From an optimization exercise on the open Yosys and OpenROAD flow, aimed at small area, a short achievable clock period and few clock cycles; shortcuts taken in it are not production practice.
Function was not checked in any run shown here: the RTL went through the layout flow alone.

<file path="design/flow/config.mk">
export PLATFORM = sky130hd
export DESIGN_NAME = matmul
export DESIGN_NICKNAME = matmul
export VERILOG_FILES = /design/flow/design.v
export SDC_FILE = /design/flow/constraint.sdc
export NUM_CORES = 4
export LEC_CHECK = 0
export CAP_MARGIN = 20
export CORE_MARGIN = 2
export CORE_UTILIZATION = 40
export PLACE_DENSITY = 0.6
export SLEW_MARGIN = 20
</file>
<file path="design/flow/constraint.sdc">
create_clock -name core_clock -period 10.0 [get_ports {clk}]
set_input_delay 2.0000 -clock core_clock [delete_from_list [all_inputs] [get_ports {clk}]]
set_output_delay 2.0000 -clock core_clock [all_outputs]
set_load 0.01 [all_outputs]
</file>
<file path="design/flow/design.v">
module matmul
#(
    parameter DIM_BITS = 16,
    parameter MEM_AW = 16,
    parameter MEM_DW = 32,
    parameter PREC = 16)
(
    input [MEM_AW-1:0] aBASE,
    input [DIM_BITS-1:0] aCOLS,
    input [DIM_BITS-1:0] aROWS,
    input [DIM_BITS-1:0] aSTRIDE,
    input [MEM_AW-1:0] bBASE,
    input [DIM_BITS-1:0] bCOLS,
    input [DIM_BITS-1:0] bSTRIDE,
    input [MEM_AW-1:0] cBASE,
    input [DIM_BITS-1:0] cSTRIDE,
    input clk,
    input go,
    input [MEM_DW-1:0] mem_rdata,
    input rst_n,
    output reg [MEM_AW-1:0] mem_addr,
    output reg mem_req,
    output [MEM_DW-1:0] mem_wdata,
    output reg mem_write,
    output reg ret
);
localparam S_IDLE = 2'd0;
localparam S_RD   = 2'd1;
localparam S_GAP  = 2'd2;
localparam S_WR   = 2'd3;
localparam K_A0 = 2'd0;
localparam K_B0 = 2'd1;
localparam K_B1 = 2'd2;
localparam K_A1 = 2'd3;
reg [1:0] st;
reg [1:0] ph;           
reg       gcnt;         
reg       kfirst;       
reg       wpend;        
reg       zero;         
reg       shortk;       
reg       w_r1, w_c1;   
reg       w_nrow;       
reg       w_done;       
reg [15:0] krem, jrem, irem;
reg [15:0] a_row, a_ptr, b_col, b_ptr, c_row, c_ptr;
reg       q_v, d1_v, d2_v;
reg       q_f, d1_f, d2_f;
reg [1:0] q_k, d1_k, d2_k;
reg [15:0] ha0, ha1, hb0, hb1;
reg m_v, m_f, m_x, m_y, pend;
reg [31:0] prod;
reg p_v, p_f;
reg [31:0] acc0, acc1, acc2, acc3;
assign mem_wdata = acc3;
wire klast = (krem[15:1] == 15'd0);
wire jlast = (jrem[15:2] == 14'd0) && (jrem[1:0] != 2'd3);
wire ilast = (irem[15:2] == 14'd0) && (irem[1:0] != 2'd3);
wire [15:0] a_step2 = {aSTRIDE[14:0], 1'b0};
wire [15:0] c_step2 = {cSTRIDE[14:0], 1'b0};
reg [1:0]  st_n, ph_n, q_k_n;
reg        mem_req_n, ret_n, q_v_n, q_f_n, mem_write_n;
reg        gcnt_n, kfirst_n, wpend_n, zero_n, shortk_n;
reg        w_r1_n, w_c1_n, w_nrow_n, w_done_n;
reg [15:0] mem_addr_n, krem_n, jrem_n, irem_n;
reg [15:0] a_row_n, a_ptr_n, b_col_n, b_ptr_n, c_row_n, c_ptr_n;
always @* begin
    st_n = st;
    ph_n = ph;
    gcnt_n = gcnt;
    kfirst_n = kfirst;
    wpend_n = wpend;
    zero_n = zero;
    shortk_n = shortk;
    w_r1_n = w_r1;
    w_c1_n = w_c1;
    w_nrow_n = w_nrow;
    w_done_n = w_done;
    krem_n = krem;
    jrem_n = jrem;
    irem_n = irem;
    a_row_n = a_row;
    a_ptr_n = a_ptr;
    b_col_n = b_col;
    b_ptr_n = b_ptr;
    c_row_n = c_row;
    c_ptr_n = c_ptr;
    mem_addr_n = mem_addr;
    mem_write_n = mem_write;
    mem_req_n = 1'b0;
    ret_n = 1'b0;
    q_v_n = 1'b0;
    q_f_n = kfirst;
    q_k_n = ph;
    case (st)
        S_IDLE: begin
            if (go) begin
                krem_n = aCOLS;
                jrem_n = bCOLS;
                irem_n = aROWS;
                a_row_n = aBASE;
                a_ptr_n = aBASE;
                b_col_n = bBASE;
                b_ptr_n = bBASE;
                c_row_n = cBASE;
                c_ptr_n = cBASE;
                kfirst_n = 1'b1;
                wpend_n = 1'b0;
                zero_n = (aCOLS == 16'd0);
                shortk_n = (aCOLS[15:1] == 15'd0);
                if (aROWS == 16'd0 || bCOLS == 16'd0) begin
                    st_n = S_WR;
                    ph_n = 2'd3;
                    w_r1_n = 1'b1;
                    w_c1_n = 1'b1;
                    w_done_n = 1'b1;
                end
                else begin
                    st_n = S_RD;
                    ph_n = 2'd0;
                end
            end
        end
        S_RD: begin
            mem_req_n = 1'b1;
            mem_write_n = 1'b0;
            q_v_n = 1'b1;
            case (ph)
                2'd0: begin
                    mem_addr_n = a_ptr;
                    ph_n = 2'd1;
                end
                2'd1: begin
                    mem_addr_n = b_ptr;
                    ph_n = 2'd2;
                    if (wpend) begin
                        st_n = S_WR;
                        ph_n = 2'd0;
                        wpend_n = 1'b0;
                    end
                end
                2'd2: begin
                    mem_addr_n = b_ptr + 16'd1;
                    ph_n = 2'd3;
                end
                2'd3: begin
                    mem_addr_n = a_ptr + aSTRIDE;
                    ph_n = 2'd0;
                    if (!klast) begin
                        krem_n = krem - 16'd1;
                        kfirst_n = 1'b0;
                        a_ptr_n = a_ptr + 16'd1;
                        b_ptr_n = b_ptr + bSTRIDE;
                    end
                    else begin
                        kfirst_n = 1'b1;
                        krem_n = aCOLS;
                        w_r1_n = (irem[15:1] == 15'd0);
                        w_c1_n = (jrem[15:1] == 15'd0);
                        w_nrow_n = jlast;
                        w_done_n = jlast & ilast;
                        if (!jlast) begin
                            a_ptr_n = a_row;
                            b_col_n = b_col + 16'd2;
                            b_ptr_n = b_col + 16'd2;
                            jrem_n = jrem - 16'd2;
                        end
                        else begin
                            a_row_n = a_row + a_step2;
                            a_ptr_n = a_row + a_step2;
                            b_col_n = bBASE;
                            b_ptr_n = bBASE;
                            jrem_n = bCOLS;
                            irem_n = irem - 16'd2;
                        end
                        if ((jlast & ilast) | shortk) begin
                            st_n = S_GAP;
                            gcnt_n = 1'b0;
                        end
                        else begin
                            wpend_n = 1'b1;
                        end
                    end
                end
            endcase
        end
        S_GAP: begin
            gcnt_n = 1'b1;
            if (gcnt) begin
                st_n = S_WR;
                ph_n = 2'd0;
            end
        end
        S_WR: begin
            mem_write_n = 1'b1;
            case (ph)
                2'd0: begin
                    mem_addr_n = c_ptr;
                    mem_req_n = 1'b1;
                    ph_n = 2'd1;
                end
                2'd1: begin
                    mem_addr_n = c_ptr + 16'd1;
                    mem_req_n = ~w_c1;
                    ph_n = 2'd2;
                end
                2'd2: begin
                    mem_addr_n = c_ptr + cSTRIDE;
                    mem_req_n = ~w_r1;
                    ph_n = 2'd3;
                end
                2'd3: begin
                    mem_addr_n = mem_addr + 16'd1;
                    mem_req_n = ~w_r1 & ~w_c1;
                    if (w_nrow) begin
                        c_row_n = c_row + c_step2;
                        c_ptr_n = c_row + c_step2;
                    end
                    else begin
                        c_ptr_n = c_ptr + 16'd2;
                    end
                    if (w_done) begin
                        st_n = S_IDLE;
                        ret_n = 1'b1;
                    end
                    else begin
                        st_n = S_RD;
                        ph_n = shortk ? 2'd0 : 2'd2;
                    end
                end
            endcase
        end
    endcase
end
always @(posedge clk or negedge rst_n) begin
    if (~rst_n) begin
        st <= S_IDLE;
        mem_req <= 1'b0;
        ret <= 1'b0;
        q_v <= 1'b0;
        d1_v <= 1'b0;
        d2_v <= 1'b0;
        m_v <= 1'b0;
        pend <= 1'b0;
        p_v <= 1'b0;
    end
    else begin
        st <= st_n;
        mem_req <= mem_req_n;
        ret <= ret_n;
        q_v <= q_v_n;
        d1_v <= q_v;
        d2_v <= d1_v;
        m_v <= pend | (d2_v && d2_k != K_A0);
        pend <= ~pend & d2_v & (d2_k == K_A1);
        p_v <= m_v;
    end
end
always @(posedge clk) begin
    ph <= ph_n;
    gcnt <= gcnt_n;
    kfirst <= kfirst_n;
    wpend <= wpend_n;
    zero <= zero_n;
    shortk <= shortk_n;
    w_r1 <= w_r1_n;
    w_c1 <= w_c1_n;
    w_nrow <= w_nrow_n;
    w_done <= w_done_n;
    krem <= krem_n;
    jrem <= jrem_n;
    irem <= irem_n;
    a_row <= a_row_n;
    a_ptr <= a_ptr_n;
    b_col <= b_col_n;
    b_ptr <= b_ptr_n;
    c_row <= c_row_n;
    c_ptr <= c_ptr_n;
    mem_addr <= mem_addr_n;
    mem_write <= mem_write_n;
    q_f <= q_f_n;
    q_k <= q_k_n;
    if (!pend) begin
        m_f <= d2_f;
        m_x <= (d2_k == K_A1);
        m_y <= (d2_k == K_B1);
    end
    else begin
        m_x <= 1'b1;
        m_y <= 1'b1;
    end
end
always @(posedge clk) begin
    d1_f <= q_f;
    d1_k <= q_k;
    d2_f <= d1_f;
    d2_k <= d1_k;
    if (d2_v) begin
        case (d2_k)
            K_A0: ha0 <= mem_rdata[15:0];
            K_B0: hb0 <= mem_rdata[15:0];
            K_B1: hb1 <= mem_rdata[15:0];
            K_A1: ha1 <= mem_rdata[15:0];
        endcase
    end
    p_f <= m_f;
    if (m_v)
        prod <= (zero ? 16'd0 : (m_x ? ha1 : ha0)) * (m_y ? hb1 : hb0);
    if (p_v) begin
        acc3 <= (p_f ? 32'd0 : acc0) + prod;
        acc2 <= acc3;
        acc1 <= acc2;
        acc0 <= acc1;
    end
end
endmodule
</file>
<file path="design/flow/run.sh">
#!/bin/bash
# synth_recipe.tcl (not shown) runs the flow's synth.tcl, then flattens the netlist and writes it again
# the make line also repeats each setting of config.mk as NAME=value (left out here)
make -C /OpenROAD-flow-scripts/flow DESIGN_CONFIG=/design/flow/config.mk WORK_HOME=/design/flow/orfs CLKGATE_MAP_FILE= SYNTH_SCRIPT=/design/flow/synth_recipe.tcl finish
</file>
==> metrics.yaml, run 1 <==
status: "finished clean"
fillers: 7629
hold-path-endpoint: "d2_k[1]$_DFF_P_"
critPathMaxFanout: 16
timing.rr.end: "prod[31]$_DFFE_PP_"
synthToLayoutAreaGrowth_pct: 16.1
synth_top_area_share_pct: 37.0
min_from: "d1_k[1]$_DFF_P_"
grt.total_usage_pct: 20.2
fin_skew_ns: 0.0547
synth_cells: 3149
finalHoldViolCount: 0
worstReg2RegStart: "m_x$_SDFF_PP1_"
required_ns: 10.34
ant_nets: 0
async_flop_share_pct: 2.39
netlist_area_um2: 32200
period_share_pct: 79.7
port_buffers: 213
ys_ff_latch: 419
post-synth-top-area-cell: "edfxtp_1"
place_ws_ns: 2.03
hold_path.class: "reg2reg"
r2r_setup_slack_ns: 2.03
gp_congestion: 0.884
min_path_cells: 0
vias: 23700
die_area_um2: 82900
cts_tree: "yes"
syn_area_per_cell_um2: 10.2
crit_type: "reg2reg"
insertion_delay_ns: 0.64
postRouteWirelength_um: 82600
max_freq_ghz: 0.125
slew_violations: 0
start_kind: "register"
rsz0062_at_grt: "no"
drive_gt1_share_pct: 6.65
drc: 0
grt_pass1_wl_um: 132000
tightest_slew_ns: 1.14
tns_ns: 0
post_cts_resized: 0
firstDrtPassIters: 5
grt_pass1_vias: 24100
drtIter0Drc: 1401
critPathCaptureType: "register"
synth-main-ff-cell: "edfxtp_1"
initial_core_util_pct: 40.2
cts_buffers: 50
maxCapViolations: 0
finish.net_count: 3941
synthesis.nets: 3749
reg2reg_depth: 21
cts_sinks: 419
final_cell_mix: "edfxtp_1, nand2_1, nor2_1"
die_y_um: 288
h-tree-depth: 2
synth_warnings: 1
viasPerCell: 5.33
ys_seq_area_share_pct: 38.5
period_needed_ns: 7.97
worstPathArrival_ns: 8.31
setup-violations-final: 0
wl_per_cell_um: 18.6
cts_hold_buf: 0
clk_pin_slew_ns: 0.06
clockRootBuffer: "clkbuf_16"
antenna_found_initial: 5
yosys-top-cells-area: "edfxtp_1, fa_1, ha_1, nand2_1, nor2_1"
final_common_cell: "edfxtp_1"
postCtsSetupBuffers: 0
clk_path_buf_depth: 3
relSlewSlack_pct: 23.9
dp_hpwl_um: 62900
fin_ws_ns: 2.03
synth.distinct_cells: 94
synth_edf_count: 397
overflow: 0
die_x_um: 288
core-area_um2: 80200
grt_max_degree: 77
ios: 230
rows: 104
multi_input_area_um2: 18400
register_area_um2: 12400
registers in the layout (all words and copies together) (netlist names), 16 cells and up:
name	count
a_ptr	16
a_row	16
acc0	32
acc1	32
acc2	32
acc3	32
b_col	16
b_ptr	16
c_ptr	16
c_row	16
ha0	16
ha1	16
hb0	16
hb1	16
irem	16
jrem	16
krem	16
mem_addr	16
prod	32
worst max-delay path by stage:
stage	end	startpoint	depth (start not counted)	slack (ns)
after floorplan	prod[31]$_DFFE_PP_	m_y$_SDFF_PP1_	23	3.14
after global placement	prod[31]$_DFFE_PP_	m_x$_SDFF_PP1_	21	2.03
after detailed placement	prod[31]$_DFFE_PP_	m_x$_SDFF_PP1_	21	2.03
after CTS	prod[31]$_DFFE_PP_	m_x$_SDFF_PP1_	21	1.95
after global routing	prod[31]$_DFFE_PP_	m_x$_SDFF_PP1_	21	1.27
final	prod[31]$_DFFE_PP_	m_x$_SDFF_PP1_	21	2.03
stage by stage:
stage | utilization [%] | instance area, µm² | hold slack [ns] | std cells
finish | 46.7 | 37400 | 0.325 | 4446
detailed placement | 44.3 | 35500 | 0.312 | 4349
global route | 46.7 | 37400 | 0.332 | 4443
CTS | 46.7 | 37400 | 0.326 | 4443
floorplan | - | 32200 | 0.310 | 3149
global placement | 44.3 | 35500 | 0.310 | 4349
cells in the mapped netlist, drive strengths merged (34+ instances only):
library cell / count
nor2b: 65
nor2: 305
clkbuf: 80
a21o: 61
a21oi: 149
edfxtp: 397
ha: 221
and3: 34
nand3: 58
nand2: 350
o21ai: 147
inv: 289
xor2: 85
xnor2: 122
fa: 200
mux2i: 47
nor3: 66
critical path, cell delays in order (launching register included):
cell and delay, ns:
dfxtp_1 1.01, mux2i_1 0.32, nor2_1 0.81, nand2_1 0.18
fa_1 0.55, fa_1 0.52, fa_1 0.54, inv_1 0.07
fa_1 0.48, fa_1 0.49, inv_1 0.05, fa_1 0.47
inv_1 0.04, ha_1 0.33, a21oi_1 0.20, nor3b_1 0.10
o311ai_0 0.45, o2111ai_1 0.26, nand2_1 0.17, o21ai_1 0.17
a221oi_1 0.35, xnor2_1 0.11
cell families (layout without fill, tap and decap cells):
| group | Yosys count | in the layout | synth area share, % |
|---|---|---|---|
| AOI/OAI and AO/OA | 582 | 582 | 11.9 |
| xor gates and xnor gates | 207 | 207 | 5.63 |
| adders and majority gates | 421 | 421 | 21.0 |
| buffers and inverters | 394 | 628 | 4.68 |
| DFF | 419 | 419 | 38.5 |
| muxes | 91 | 91 | 3.42 |
| other | 0 | 3 | 0 |
| and+or+nand+nor | 1035 | 1035 | 14.9 |
layout make-up:
class | count | share of cell area [%]
tap | 1060 | 3.55
clock inverter | 34 | 1.26
clock buffer | 60 | 3.70
multi-input combinational | 2336 | 49.1
antenna | 3 | 0.0201
sequential | 419 | 33.2
timing repair buffer | 242 | 6.28
inverter | 292 | 2.94
per-layer routing:
metal / share of wire (%) / up-vias / global-route usage [%] / wire length [µm]
li1: - / 11500 / - / -
met1: 42 / 11500 / 25.4 / 34700
met2: 48 / 598 / 34.9 / 40000
met3: 6.5 / 136 / 3.97 / 5370
met4: 3.0 / 4 / 6.19 / 2480
met5: 0.029 / - / 0 / 24
==> inputs of run 2 (changes only) <==
--- a/design/flow/design.v
+++ b/design/flow/design.v
@@ -51,5 +51,5 @@
 reg m_v, m_f, m_x, m_y, pend;
 reg [31:0] prod;
-reg p_v, p_f;
+reg p_f;
 reg [31:0] acc0, acc1, acc2, acc3;
 assign mem_wdata = acc3;
@@ -243,5 +243,4 @@
         m_v <= 1'b0;
         pend <= 1'b0;
-        p_v <= 1'b0;
     end
     else begin
@@ -254,5 +253,4 @@
         m_v <= pend | (d2_v && d2_k != K_A0);
         pend <= ~pend & d2_v & (d2_k == K_A1);
-        p_v <= m_v;
     end
 end
@@ -304,13 +302,10 @@
         endcase
     end
-    p_f <= m_f;
-    if (m_v)
-        prod <= (zero ? 16'd0 : (m_x ? ha1 : ha0)) * (m_y ? hb1 : hb0);
-    if (p_v) begin
-        acc3 <= (p_f ? 32'd0 : acc0) + prod;
-        acc2 <= acc3;
-        acc1 <= acc2;
-        acc0 <= acc1;
-    end
+    p_f <= m_v & m_f;
+    prod <= ((m_v & ~zero) ? (m_x ? ha1 : ha0) : 16'd0) * (m_y ? hb1 : hb0);
+    acc3 <= (p_f ? 32'd0 : acc0) + prod;
+    acc2 <= acc3;
+    acc1 <= acc2;
+    acc0 <= acc1;
 end
 endmodule
--- a/design/flow/config.mk
+++ b/design/flow/config.mk
@@ -6,7 +6,9 @@
 export NUM_CORES = 4
 export LEC_CHECK = 0
+export ABC_CLOCK_PERIOD_IN_PS = 3000
 export CAP_MARGIN = 20
 export CORE_MARGIN = 2
 export CORE_UTILIZATION = 40
 export PLACE_DENSITY = 0.6
+export SETUP_SLACK_MARGIN = 5
 export SLEW_MARGIN = 20
==> run 2 against run 1 <==
Sequential share of layout area decreased by 4.1 points. Register-to-register slack improved by 1.9 ns. Non-clock buffer count increased by 117. Flip-flop and latch count decreased by 1. Highest routed layer is now met4. Critical path depth increased by 2. Hold slack got worse by 0.0032 ns. Global-route usage increased by 1.2 points. Still clean. Routed wire length decreased by 0.17%. Critical path type unchanged. Cell area decreased by 0.90%. Synthesized cell count decreased by 2.3%.
==> metrics.yaml, run 2 <==
required_ns: 10.51
yosys.area_share.simple_pct: 14.8
finish.net_count: 3981
synth_top_family_by_area: "adder cells"
die_x_um: 279
period_share_pct: 61.0
critPathMaxFanout: 5
place_ws_ns: 2.84
synth.distinct_cells: 84
status: "finished clean"
ys_ff_latch: 418
ys_seq_area_share_pct: 35.8
postRouteWirelength_um: 82500
synthToLayoutAreaGrowth_pct: 22.9
viasPerCell: 5.31
firstDrtPassIters: 8
grt_pass1_wl_um: 130000
worstReg2RegStart: "m_x$_SDFF_PP1_"
grt_pass1_vias: 24200
grt_max_degree: 65
port_buffers: 213
final_cell_mix: "nand2_1, nor2_1, inv_1"
fillers: 6857
drive_gt1_share_pct: 13.7
crit_end: "prod[25]$_DFF_P_"
netlist_top_cells_count: "nand2_1, nor2_1, inv_1, edfxtp_1, ha_1"
final_common_cell: "nand2_1"
netlist_area_um2: 30200
antenna_found_initial: 2
placed_area_um2: 33500
start_kind: "register"
die_area_um2: 77600
async_flop_share_pct: 2.15
post_synth_fa_ha_maj_area_fraction_pct: 22.4
cts_hold_buf: 0
max_freq_ghz: 0.164
synth.area.mux_share_pct: 4.05
ios: 230
dp_hpwl_um: 60500
core-area_um2: 74600
grt.total_usage_pct: 21.4
vias: 23300
finalHoldViolCount: 0
fin_ws_ns: 3.90
crit_type: "reg2reg"
tns_ns: 0
clk_pin_slew_ns: 0.06
initial_core_util_pct: 40.4
worstPathArrival_ns: 6.61
syn_area_per_cell_um2: 9.80
slew_violations: 0
synth_xor_area_share_pct: 6.48
rsz0062_at_grt: "yes"
synth_compound_area_share_pct: 11.6
ant_nets: 0
h-tree-depth: 2
period_needed_ns: 6.10
reg2reg_depth: 23
maxCapViolations: 0
synth_cells: 3077
yosys-top-cells-area: "edfxtp_1, fa_1, dfxtp_1, ha_1, nand2_1"
r2r_setup_slack_ns: 3.90
synthesis.nets: 3677
synth_edf_count: 237
tightest_slew_ns: 1.01
crit_start: "m_x$_SDFF_PP1_"
cts_buffers: 47
insertion_delay_ns: 0.59
synth_warnings: 1
drtIter0Drc: 1457
fin_skew_ns: 0.0178
hold_path.class: "reg2reg"
final_area_um2: 37100
clockRootBuffer: "clkbuf_16"
clk_path_buf_depth: 3
synth_top_area_share_pct: 23.6
rows: 100
cts_sinks: 418
cts_tree: "yes"
die_y_um: 279
timing.rr.end: "prod[25]$_DFF_P_"
post-synth-top-area-cell: "edfxtp_1"
critPathCaptureType: "register"
synth-main-ff-cell: "edfxtp_1"
relSlewSlack_pct: 32.5
gp_congestion: 0.890
wl_per_cell_um: 18.8
yosysMostFrequentCell: "nand2_1"
drc: 0
overflow: 0
setup-violations-final: 0
## run 2: timing repair
item | CTS | global route
gates resized for setup | 167 | 36
pin swaps | 54 | 27
setup endpoints to repair | 26 | 24
setup buffers | 98 | 17
gates cloned | 7 | 0
## run 2: area by class of cell
| cell class | count | area [µm²] | area share [%] |
|---|---|---|---|
| multi-input combinational | 2281 | 18900 | 51.0 |
| inverter | 274 | 1040 | 2.81 |
| clock inverter | 24 | 231 | 0.624 |
| sequential | 418 | 10800 | 29.1 |
| antenna | 2 | 5.00 | 0.0135 |
| tap | 969 | 1210 | 3.27 |
| clock buffer | 63 | 1340 | 3.61 |
| timing repair buffer | 359 | 3550 | 9.58 |
## run 2: per-layer routing
metal | GRT usage [%] | part of all wire, % | vias up
li1 | - | - | 11200
met1 | 25.4 | 40 | 11300
met4 | 8.33 | 3.9 | 0
met3 | 3.47 | 5.4 | 176
met5 | 0 | 0 | -
met2 | 38.5 | 51 | 612
## run 2: worst min-delay path by stage
| stage | cells after the start | to | start |
|---|---|---|---|
| 4_1_cts | 0 | acc0[12]$_DFF_P_ | acc1[12]$_DFF_P_ |
| 3_5_place_dp | 0 | acc0[10]$_DFF_P_ | acc1[10]$_DFF_P_ |
| 6_report | 0 | acc0[12]$_DFF_P_ | acc1[12]$_DFF_P_ |
| 5_1_grt | 0 | acc0[11]$_DFF_P_ | acc1[11]$_DFF_P_ |
| 3_3_place_gp | 0 | acc1[18]$_DFF_P_ | acc2[18]$_DFF_P_ |
| 2_1_floorplan | 0 | acc0[0]$_DFF_P_ | acc1[0]$_DFF_P_ |
## run 2: logic make-up after synthesis
logic type,count (synthesis)
AOI/OAI and AO/OA,560
xor gates and xnor gates,223
adders and majority gates,421
buffers and inverters,379
DFF,418
muxes,94
and+or+nand+nor,982
## run 2: per-stage QoR
stage / utilization (%) / cells / hold slack [ns]
floorplan: - / 3077 / 0.310
global placement: 45.0 / 4179 / 0.310
detailed placement: 45.0 / 4179 / 0.312
finish: 49.7 / 4390 / 0.322
global route: 49.7 / 4390 / 0.326
CTS: 49.3 / 4371 / 0.324
## run 2: worst max-delay path, stage by stage, from the launching register on
cell and delay [ns]:
dfxtp_4 0.43, buf_12 0.15, mux2_4 0.32, and2_4 0.19, buf_4 0.14, nand2_1 0.07, fa_1 0.41, inv_1 0.09
fa_1 0.47, fa_2 0.59, fa_1 0.41, fa_1 0.49, inv_1 0.05, fa_1 0.49, inv_2 0.04, ha_4 0.22
a21oi_2 0.13, o21ai_1 0.09, a21o_1 0.22, nor3_4 0.20, nor3_4 0.07, or3_4 0.42, a31oi_4 0.20, xnor2_1 0.13

-- port drivers added, routing unchanged --
How much do the figures lean on ideal ports? The routed layouts below were timed once more, with nothing changed but the port constraints.
Step 1, drivers: a clkbuf_16 drives clk and a buf_2 each remaining input, both assumed.
Step 2, shift: input delay + t, output delay - t, t = (earliest + latest rising clock arrival at the registers) / 2. This alone moves slack from input paths to output paths.
Three values: ideal ports, drivers, drivers and shift; two values: the first two.
run	t, ns	setup slack, ns	hold slack, ns	worst setup path at the end
run 1	0.678	2.031 / 2.031 / 2.031	0.325 / 0.325 / 0.325	register to register
run 2	0.651	3.899 / 3.899 / 3.899	0.322 / 0.322 / 0.322	register to register
After both steps every run listed still meets setup and hold.
